Source: an optimization exercise on an open RTL-to-GDS flow (aim: small area). Production flows keep margins and buffers that such runs may drop.
At most, simulation tests tie the RTL to the original design; equivalence was not proved.
Power and IR drop assume default switching activity.

==> build 5: inputs <==
Design vending_machine, start of the top module:
module vending_machine(pclk,prst,pvalid,pready,paddr,pwdata,prdata,wr_rd,coin,coin_valid,num_of_tea_reqd,num_of_milk_reqd,num_of_coffee_reqd,num_of_tea_served,num_of_coffee_served,num_of_milk_served,machine_ready);
Settings: LEC_CHECK=0, CAP_MARGIN=5, CORE_MARGIN=2, CORE_UTILIZATION=50, GPL_TIMING_DRIVEN=0, SLEW_MARGIN=5, SYNTH_HIERARCHICAL=1; clock period 12.0 ns.
standard.sh (not shown) runs the stock make flow with config.mk's settings and CLKGATE_MAP_FILE= SYNTH_SCRIPT=/design/flow/synth_recipe.tcl, a recipe that flattens the netlist after the stock synthesis.
==> flow/flow/run.sh <==
#!/bin/bash
# Own layout flow: the standard synthesis, every logic cell set to its smallest
# drive strength (the flow's timing repair sizes up what needs it), port buffers
# of the smallest buffer then the
# standard layout steps.
set -euo pipefail
bash standard.sh synth > synth.log 2>&1
R=orfs/results/$FLOW_PLATFORM/vending_machine/base
openroad -no_init -exit -threads "${NUM_CORES:-4}" \
  -log downsize.log flow/downsize.tcl > downsize.out 2>&1
bash standard.sh "BUFFER_PORTS_ARGS=-buffer_cell sky130_fd_sc_hd__buf_1" \
  "CTS_ARGS=-sink_clustering_enable -repair_clock_nets -dont_use_dummy_load -buf_list {sky130_fd_sc_hd__clkbuf_4 sky130_fd_sc_hd__clkbuf_8} -sink_clustering_size 12 -sink_clustering_max_diameter 60" \
  finish > layout.log 2>&1
==> flow/flow/downsize.tcl <==
# Swap each combinational cell of the synthesized netlist to the smallest-area
# cell of the same family (same name but the drive-strength suffix).
set res orfs/results/$::env(FLOW_PLATFORM)/vending_machine/base
read_db $res/1_synth.odb
set db [ord::get_db]
set lib_masters {}
foreach lib [$db getLibs] {
  foreach m [$lib getMasters] {
    set n [$m getName]
    if {[regexp {^(.*)_([0-9]+)$} $n -> base drive]} {
      dict lappend lib_masters $base $m
    }
  }
}
set dont_use {}
if {[info exists ::env(DONT_USE_CELLS)]} { set dont_use [split $::env(DONT_USE_CELLS)] }
set swapped 0
foreach inst [[[$db getChip] getBlock] getInsts] {
  set m [$inst getMaster]
  set n [$m getName]
  if {![regexp {^(.*)_([0-9]+)$} $n -> base drive]} { continue }
  if {[regexp {df|dl|sdf|edf|conb|tap|fill|decap|clk} $base]} { continue }
  set best $m
  set ba [expr {[$m getWidth] * [$m getHeight]}]
  foreach c [dict get $lib_masters $base] {
    if {[lsearch -exact $dont_use [$c getName]] >= 0} { continue }
    set a [expr {[$c getWidth] * [$c getHeight]}]
    if {$a < $ba} { set best $c; set ba $a }
  }
  if {$best ne $m} {
    $inst swapMaster $best
    incr swapped
  }
}
puts "downsized $swapped instances"
write_db $res/1_synth.odb
==> inputs of trial 45, as changes to build 5 <==
--- a/flow/design.v
+++ b/flow/design.v
@@ -55,13 +55,13 @@
 wire [31:0] c;
 wire cc10, cc22;
 wire [22:10] pre;
 wire [22:0] low;
 wire [31:0] credit_d;
 wire [32:22] O, Z;
-wire tkp, kpp, up, dn, updn;
+wire tkp, kpp, up, dn;
 wire sv;
 wire [11:0] served_d;
   wire n1, n2;
   g_ha u3 (.a(credit[0]), .b(cv[0]), .s(n1), .co(n2));
   assign c[0] = n1;
   wire n4, n5;
@@ -991,80 +991,99 @@
   g_and2 u1002 (.a(O[31]), .b(credit[31]), .y(n1001));
   assign O[32] = n1001;
   wire n1003;
   g_nor2b u1004 (.a(credit[31]), .bn(Z[31]), .y(n1003));
   assign Z[32] = n1003;
   wire n1005;
-  g_a21oi u1006 (.a1(prst), .a2(credit[22]), .b1(updn), .y(n1005));
+  g_nor2 u1006 (.a(up), .b(dn), .y(n1005));
   wire n1007;
-  g_xnor2 u1008 (.a(credit[22]), .b(n1005), .y(n1007));
-  assign credit_d[22] = n1007;
+  g_xor2 u1008 (.a(credit[22]), .b(n1005), .y(n1007));
   wire n1009;
-  g_a222oi u1010 (.a1(up), .a2(O[23]), .b1(dn), .b2(Z[23]), .c1(prst), .c2(credit[23]), .y(n1009));
+  g_nor2 u1010 (.a(prst), .b(n1007), .y(n1009));
+  assign credit_d[22] = n1009;
   wire n1011;
-  g_xnor2 u1012 (.a(credit[23]), .b(n1009), .y(n1011));
-  assign credit_d[23] = n1011;
+  g_a22oi u1012 (.a1(up), .a2(O[23]), .b1(dn), .b2(Z[23]), .y(n1011));
   wire n1013;
-  g_a222oi u1014 (.a1(up), .a2(O[24]), .b1(dn), .b2(Z[24]), .c1(prst), .c2(credit[24]), .y(n1013));
+  g_xor2 u1014 (.a(credit[23]), .b(n1011), .y(n1013));
   wire n1015;
-  g_xnor2 u1016 (.a(credit[24]), .b(n1013), .y(n1015));
-  assign credit_d[24] = n1015;
+  g_nor2 u1016 (.a(prst), .b(n1013), .y(n1015));
+  assign credit_d[23] = n1015;
   wire n1017;
-  g_a222oi u1018 (.a1(up), .a2(O[25]), .b1(dn), .b2(Z[25]), .c1(prst), .c2(credit[25]), .y(n1017));
+  g_a22oi u1018 (.a1(up), .a2(O[24]), .b1(dn), .b2(Z[24]), .y(n1017));
   wire n1019;
-  g_xnor2 u1020 (.a(credit[25]), .b(n1017), .y(n1019));
-  assign credit_d[25] = n1019;
+  g_xor2 u1020 (.a(credit[24]), .b(n1017), .y(n1019));
   wire n1021;
-  g_a222oi u1022 (.a1(up), .a2(O[26]), .b1(dn), .b2(Z[26]), .c1(prst), .c2(credit[26]), .y(n1021));
+  g_nor2 u1022 (.a(prst), .b(n1019), .y(n1021));
+  assign credit_d[24] = n1021;
   wire n1023;
-  g_xnor2 u1024 (.a(credit[26]), .b(n1021), .y(n1023));
-  assign credit_d[26] = n1023;
+  g_a22oi u1024 (.a1(up), .a2(O[25]), .b1(dn), .b2(Z[25]), .y(n1023));
   wire n1025;
-  g_a222oi u1026 (.a1(up), .a2(O[27]), .b1(dn), .b2(Z[27]), .c1(prst), .c2(credit[27]), .y(n1025));
+  g_xor2 u1026 (.a(credit[25]), .b(n1023), .y(n1025));
   wire n1027;
-  g_xnor2 u1028 (.a(credit[27]), .b(n1025), .y(n1027));
-  assign credit_d[27] = n1027;
+  g_nor2 u1028 (.a(prst), .b(n1025), .y(n1027));
+  assign credit_d[25] = n1027;
   wire n1029;
-  g_a222oi u1030 (.a1(up), .a2(O[28]), .b1(dn), .b2(Z[28]), .c1(prst), .c2(credit[28]), .y(n1029));
+  g_a22oi u1030 (.a1(up), .a2(O[26]), .b1(dn), .b2(Z[26]), .y(n1029));
   wire n1031;
-  g_xnor2 u1032 (.a(credit[28]), .b(n1029), .y(n1031));
-  assign credit_d[28] = n1031;
+  g_xor2 u1032 (.a(credit[26]), .b(n1029), .y(n1031));
   wire n1033;
-  g_a222oi u1034 (.a1(up), .a2(O[29]), .b1(dn), .b2(Z[29]), .c1(prst), .c2(credit[29]), .y(n1033));
+  g_nor2 u1034 (.a(prst), .b(n1031), .y(n1033));
+  assign credit_d[26] = n1033;
   wire n1035;
-  g_xnor2 u1036 (.a(credit[29]), .b(n1033), .y(n1035));
-  assign credit_d[29] = n1035;
+  g_a22oi u1036 (.a1(up), .a2(O[27]), .b1(dn), .b2(Z[27]), .y(n1035));
   wire n1037;
-  g_a222oi u1038 (.a1(up), .a2(O[30]), .b1(dn), .b2(Z[30]), .c1(prst), .c2(credit[30]), .y(n1037));
+  g_xor2 u1038 (.a(credit[27]), .b(n1035), .y(n1037));
   wire n1039;
-  g_xnor2 u1040 (.a(credit[30]), .b(n1037), .y(n1039));
-  assign credit_d[30] = n1039;
+  g_nor2 u1040 (.a(prst), .b(n1037), .y(n1039));
+  assign credit_d[27] = n1039;
   wire n1041;
-  g_a222oi u1042 (.a1(up), .a2(O[31]), .b1(dn), .b2(Z[31]), .c1(prst), .c2(credit[31]), .y(n1041));
+  g_a22oi u1042 (.a1(up), .a2(O[28]), .b1(dn), .b2(Z[28]), .y(n1041));
   wire n1043;
-  g_xnor2 u1044 (.a(credit[31]), .b(n1041), .y(n1043));
-  assign credit_d[31] = n1043;
+  g_xor2 u1044 (.a(credit[28]), .b(n1041), .y(n1043));
+  wire n1045;
+  g_nor2 u1046 (.a(prst), .b(n1043), .y(n1045));
+  assign credit_d[28] = n1045;
+  wire n1047;
+  g_a22oi u1048 (.a1(up), .a2(O[29]), .b1(dn), .b2(Z[29]), .y(n1047));
+  wire n1049;
+  g_xor2 u1050 (.a(credit[29]), .b(n1047), .y(n1049));
+  wire n1051;
+  g_nor2 u1052 (.a(prst), .b(n1049), .y(n1051));
+  assign credit_d[29] = n1051;
+  wire n1053;
+  g_a22oi u1054 (.a1(up), .a2(O[30]), .b1(dn), .b2(Z[30]), .y(n1053));
+  wire n1055;
+  g_xor2 u1056 (.a(credit[30]), .b(n1053), .y(n1055));
+  wire n1057;
+  g_nor2 u1058 (.a(prst), .b(n1055), .y(n1057));
+  assign credit_d[30] = n1057;
+  wire n1059;
+  g_a22oi u1060 (.a1(up), .a2(O[31]), .b1(dn), .b2(Z[31]), .y(n1059));
+  wire n1061;
+  g_xor2 u1062 (.a(credit[31]), .b(n1059), .y(n1061));
+  wire n1063;
+  g_nor2 u1064 (.a(prst), .b(n1061), .y(n1063));
+  assign credit_d[31] = n1063;
 wire c31 = credit[31] ^ (cc22 & O[31]);
 wire chi_zero = cc22 ? O[32] : Z[32];
 wire ok = coin_valid & ~c31;
 wire serve = ~c31 & (low[22] | ~chi_zero);
 wire take = ok & (low[22] | ~chi_zero);
 wire bw = ok & ~chi_zero & ~low[22];
-assign up = ~prst & cc22 & ~bw;
-assign dn = ~prst & bw & ~cc22;
-assign updn = up | dn;
+assign up = cc22 & ~bw;
+assign dn = bw & ~cc22;
 assign sv = serve & ~prst;
 assign tkp = ~prst & ok & (low[22] | ~chi_zero);
 assign kpp = ~prst & ~(ok & (low[22] | ~chi_zero));
 always @(posedge pclk) begin
 	credit <= credit_d;
-	machine_ready <= ~prst & (machine_ready | coin_valid);
 	if (prst | coin_valid) begin
 		num_of_tea_served <= served_d[3:0];
 		num_of_coffee_served <= served_d[7:4];
 		num_of_milk_served <= served_d[11:8];
+		machine_ready <= ~prst;
 	end
 end
 endmodule
 module g_fa(a, b, ci, s, co);
 input a, b, ci;
 output s, co;
- CORE_UTILIZATION: 50 -> 70
==> inputs of build 73, as changes to build 5 <==
--- a/flow/design.v
+++ b/flow/design.v
@@ -55,13 +55,13 @@
 wire [31:0] c;
 wire cc10, cc22;
 wire [22:10] pre;
 wire [22:0] low;
 wire [31:0] credit_d;
 wire [32:22] O, Z;
-wire tkp, kpp, up, dn, updn;
+wire tkp, kpp, up, dn;
 wire sv;
 wire [11:0] served_d;
   wire n1, n2;
   g_ha u3 (.a(credit[0]), .b(cv[0]), .s(n1), .co(n2));
   assign c[0] = n1;
   wire n4, n5;
@@ -991,80 +991,99 @@
   g_and2 u1002 (.a(O[31]), .b(credit[31]), .y(n1001));
   assign O[32] = n1001;
   wire n1003;
   g_nor2b u1004 (.a(credit[31]), .bn(Z[31]), .y(n1003));
   assign Z[32] = n1003;
   wire n1005;
-  g_a21oi u1006 (.a1(prst), .a2(credit[22]), .b1(updn), .y(n1005));
+  g_nor2 u1006 (.a(up), .b(dn), .y(n1005));
   wire n1007;
-  g_xnor2 u1008 (.a(credit[22]), .b(n1005), .y(n1007));
-  assign credit_d[22] = n1007;
+  g_xor2 u1008 (.a(credit[22]), .b(n1005), .y(n1007));
   wire n1009;
-  g_a222oi u1010 (.a1(up), .a2(O[23]), .b1(dn), .b2(Z[23]), .c1(prst), .c2(credit[23]), .y(n1009));
+  g_nor2 u1010 (.a(prst), .b(n1007), .y(n1009));
+  assign credit_d[22] = n1009;
   wire n1011;
-  g_xnor2 u1012 (.a(credit[23]), .b(n1009), .y(n1011));
-  assign credit_d[23] = n1011;
+  g_a22oi u1012 (.a1(up), .a2(O[23]), .b1(dn), .b2(Z[23]), .y(n1011));
   wire n1013;
-  g_a222oi u1014 (.a1(up), .a2(O[24]), .b1(dn), .b2(Z[24]), .c1(prst), .c2(credit[24]), .y(n1013));
+  g_xor2 u1014 (.a(credit[23]), .b(n1011), .y(n1013));
   wire n1015;
-  g_xnor2 u1016 (.a(credit[24]), .b(n1013), .y(n1015));
-  assign credit_d[24] = n1015;
+  g_nor2 u1016 (.a(prst), .b(n1013), .y(n1015));
+  assign credit_d[23] = n1015;
   wire n1017;
-  g_a222oi u1018 (.a1(up), .a2(O[25]), .b1(dn), .b2(Z[25]), .c1(prst), .c2(credit[25]), .y(n1017));
+  g_a22oi u1018 (.a1(up), .a2(O[24]), .b1(dn), .b2(Z[24]), .y(n1017));
   wire n1019;
-  g_xnor2 u1020 (.a(credit[25]), .b(n1017), .y(n1019));
-  assign credit_d[25] = n1019;
+  g_xor2 u1020 (.a(credit[24]), .b(n1017), .y(n1019));
   wire n1021;
-  g_a222oi u1022 (.a1(up), .a2(O[26]), .b1(dn), .b2(Z[26]), .c1(prst), .c2(credit[26]), .y(n1021));
+  g_nor2 u1022 (.a(prst), .b(n1019), .y(n1021));
+  assign credit_d[24] = n1021;
   wire n1023;
-  g_xnor2 u1024 (.a(credit[26]), .b(n1021), .y(n1023));
-  assign credit_d[26] = n1023;
+  g_a22oi u1024 (.a1(up), .a2(O[25]), .b1(dn), .b2(Z[25]), .y(n1023));
   wire n1025;
-  g_a222oi u1026 (.a1(up), .a2(O[27]), .b1(dn), .b2(Z[27]), .c1(prst), .c2(credit[27]), .y(n1025));
+  g_xor2 u1026 (.a(credit[25]), .b(n1023), .y(n1025));
   wire n1027;
-  g_xnor2 u1028 (.a(credit[27]), .b(n1025), .y(n1027));
-  assign credit_d[27] = n1027;
+  g_nor2 u1028 (.a(prst), .b(n1025), .y(n1027));
+  assign credit_d[25] = n1027;
   wire n1029;
-  g_a222oi u1030 (.a1(up), .a2(O[28]), .b1(dn), .b2(Z[28]), .c1(prst), .c2(credit[28]), .y(n1029));
+  g_a22oi u1030 (.a1(up), .a2(O[26]), .b1(dn), .b2(Z[26]), .y(n1029));
   wire n1031;
-  g_xnor2 u1032 (.a(credit[28]), .b(n1029), .y(n1031));
-  assign credit_d[28] = n1031;
+  g_xor2 u1032 (.a(credit[26]), .b(n1029), .y(n1031));
   wire n1033;
-  g_a222oi u1034 (.a1(up), .a2(O[29]), .b1(dn), .b2(Z[29]), .c1(prst), .c2(credit[29]), .y(n1033));
+  g_nor2 u1034 (.a(prst), .b(n1031), .y(n1033));
+  assign credit_d[26] = n1033;
   wire n1035;
-  g_xnor2 u1036 (.a(credit[29]), .b(n1033), .y(n1035));
-  assign credit_d[29] = n1035;
+  g_a22oi u1036 (.a1(up), .a2(O[27]), .b1(dn), .b2(Z[27]), .y(n1035));
   wire n1037;
-  g_a222oi u1038 (.a1(up), .a2(O[30]), .b1(dn), .b2(Z[30]), .c1(prst), .c2(credit[30]), .y(n1037));
+  g_xor2 u1038 (.a(credit[27]), .b(n1035), .y(n1037));
   wire n1039;
-  g_xnor2 u1040 (.a(credit[30]), .b(n1037), .y(n1039));
-  assign credit_d[30] = n1039;
+  g_nor2 u1040 (.a(prst), .b(n1037), .y(n1039));
+  assign credit_d[27] = n1039;
   wire n1041;
-  g_a222oi u1042 (.a1(up), .a2(O[31]), .b1(dn), .b2(Z[31]), .c1(prst), .c2(credit[31]), .y(n1041));
+  g_a22oi u1042 (.a1(up), .a2(O[28]), .b1(dn), .b2(Z[28]), .y(n1041));
   wire n1043;
-  g_xnor2 u1044 (.a(credit[31]), .b(n1041), .y(n1043));
-  assign credit_d[31] = n1043;
+  g_xor2 u1044 (.a(credit[28]), .b(n1041), .y(n1043));
+  wire n1045;
+  g_nor2 u1046 (.a(prst), .b(n1043), .y(n1045));
+  assign credit_d[28] = n1045;
+  wire n1047;
+  g_a22oi u1048 (.a1(up), .a2(O[29]), .b1(dn), .b2(Z[29]), .y(n1047));
+  wire n1049;
+  g_xor2 u1050 (.a(credit[29]), .b(n1047), .y(n1049));
+  wire n1051;
+  g_nor2 u1052 (.a(prst), .b(n1049), .y(n1051));
+  assign credit_d[29] = n1051;
+  wire n1053;
+  g_a22oi u1054 (.a1(up), .a2(O[30]), .b1(dn), .b2(Z[30]), .y(n1053));
+  wire n1055;
+  g_xor2 u1056 (.a(credit[30]), .b(n1053), .y(n1055));
+  wire n1057;
+  g_nor2 u1058 (.a(prst), .b(n1055), .y(n1057));
+  assign credit_d[30] = n1057;
+  wire n1059;
+  g_a22oi u1060 (.a1(up), .a2(O[31]), .b1(dn), .b2(Z[31]), .y(n1059));
+  wire n1061;
+  g_xor2 u1062 (.a(credit[31]), .b(n1059), .y(n1061));
+  wire n1063;
+  g_nor2 u1064 (.a(prst), .b(n1061), .y(n1063));
+  assign credit_d[31] = n1063;
 wire c31 = credit[31] ^ (cc22 & O[31]);
 wire chi_zero = cc22 ? O[32] : Z[32];
 wire ok = coin_valid & ~c31;
 wire serve = ~c31 & (low[22] | ~chi_zero);
 wire take = ok & (low[22] | ~chi_zero);
 wire bw = ok & ~chi_zero & ~low[22];
-assign up = ~prst & cc22 & ~bw;
-assign dn = ~prst & bw & ~cc22;
-assign updn = up | dn;
+assign up = cc22 & ~bw;
+assign dn = bw & ~cc22;
 assign sv = serve & ~prst;
 assign tkp = ~prst & ok & (low[22] | ~chi_zero);
 assign kpp = ~prst & ~(ok & (low[22] | ~chi_zero));
 always @(posedge pclk) begin
 	credit <= credit_d;
-	machine_ready <= ~prst & (machine_ready | coin_valid);
 	if (prst | coin_valid) begin
 		num_of_tea_served <= served_d[3:0];
 		num_of_coffee_served <= served_d[7:4];
 		num_of_milk_served <= served_d[11:8];
+		machine_ready <= ~prst;
 	end
 end
 endmodule
 module g_fa(a, b, ci, s, co);
 input a, b, ci;
 output s, co;
- CORE_UTILIZATION: 50 -> 62
==> inputs of trial 76, as changes to build 5 <==
- CORE_UTILIZATION: 50 -> 62
==> qor summary <==
|  | build 5 | trial 76 | trial 45 | build 73 |
|---|---|---|---|---|
| Status | timing/DRC/antenna clean | timing/DRC/antenna clean | timing/DRC/antenna clean | timing/DRC/antenna clean |
| Slew at the pin closest to its max-slew limit | 1.19 ns | 1.17 ns | 1.22 ns | 1.24 ns |
| Power consumed by the clock network | 180 uW | 173 uW | 175 uW | 175 uW |
| Largest clock skew in the final design | 0.0235 ns | 0.0439 ns | 0.0306 ns | 0.0319 ns |
| Total placed instance area | 0.00916 sq mm | 0.00911 sq mm | 0.00905 sq mm | 0.00909 sq mm |
| Clock latency at the later pin of the worst-skew pair | 0.39 ns | 0.40 ns | 0.38 ns | 0.38 ns |
| Total of fill cells in the finished design | 1400 | 967 | 747 | 976 |
| Launch point of the critical path | milk_cost[1]$_DFFE_PP_ | milk_cost[1]$_DFFE_PP_ | coffee_cost[1]$_DFFE_PP_ | milk_cost[1]$_DFFE_PP_ |
| Via total after detailed routing | 5978 | 6110 | 6237 | 6072 |
| Power density over the cells | 284 mW/mm^2 | 293 mW/mm^2 | 285 mW/mm^2 | 277 mW/mm^2 |
| Non-clk bufs | 89 | 90 | 86 | 89 |
| R2R Setup Slk | 0.44 ns | 0.34 ns | 0.39 ns | 0.39 ns |
| Number of global-route vias before repair | 6094 | 6052 | 6094 | 5991 |
| Register fraction of the total cell area | 28.7% | 28.9% | 29.3% | 29.2% |
For build 5 and trial 76, only the layout was checked, not whether the RTL still works.

## afterwards: timing with drivers on the ports
No port has a modelled driver above. Below, the same layouts with a new extraction and two added sets of constraints. Step 1, drivers: a clkbuf_16 drives pclk and a buf_2 each remaining input, both assumed. Step 2 also shifts input and output timing later by t, the mid clock arrival at the registers, as if the neighbouring blocks saw the same clock. a / b / c = ideal ports / drivers / drivers and shift; a / b = the first two.
run	shift t [ns]	setup WS [ns]	hold WS [ns]
build 5	0.411	0.436 / 0.436 / 0.069	0.473 / 0.473 / 0.473
trial 45	0.403	0.390 / 0.390 / 0.047	0.555 / 0.555 / 0.555
build 73	0.405	0.391 / 0.391 / 0.045	0.549 / 0.549 / 0.549
trial 76	0.412	0.338 / 0.338 / -0.006	0.482 / 0.482 / 0.482
Met with ideal ports but missed after step 2: setup timing in trial 76. The setup slack of build 5, which loses most, moves by 0.000 ns with the drivers and by -0.367 ns with both steps.
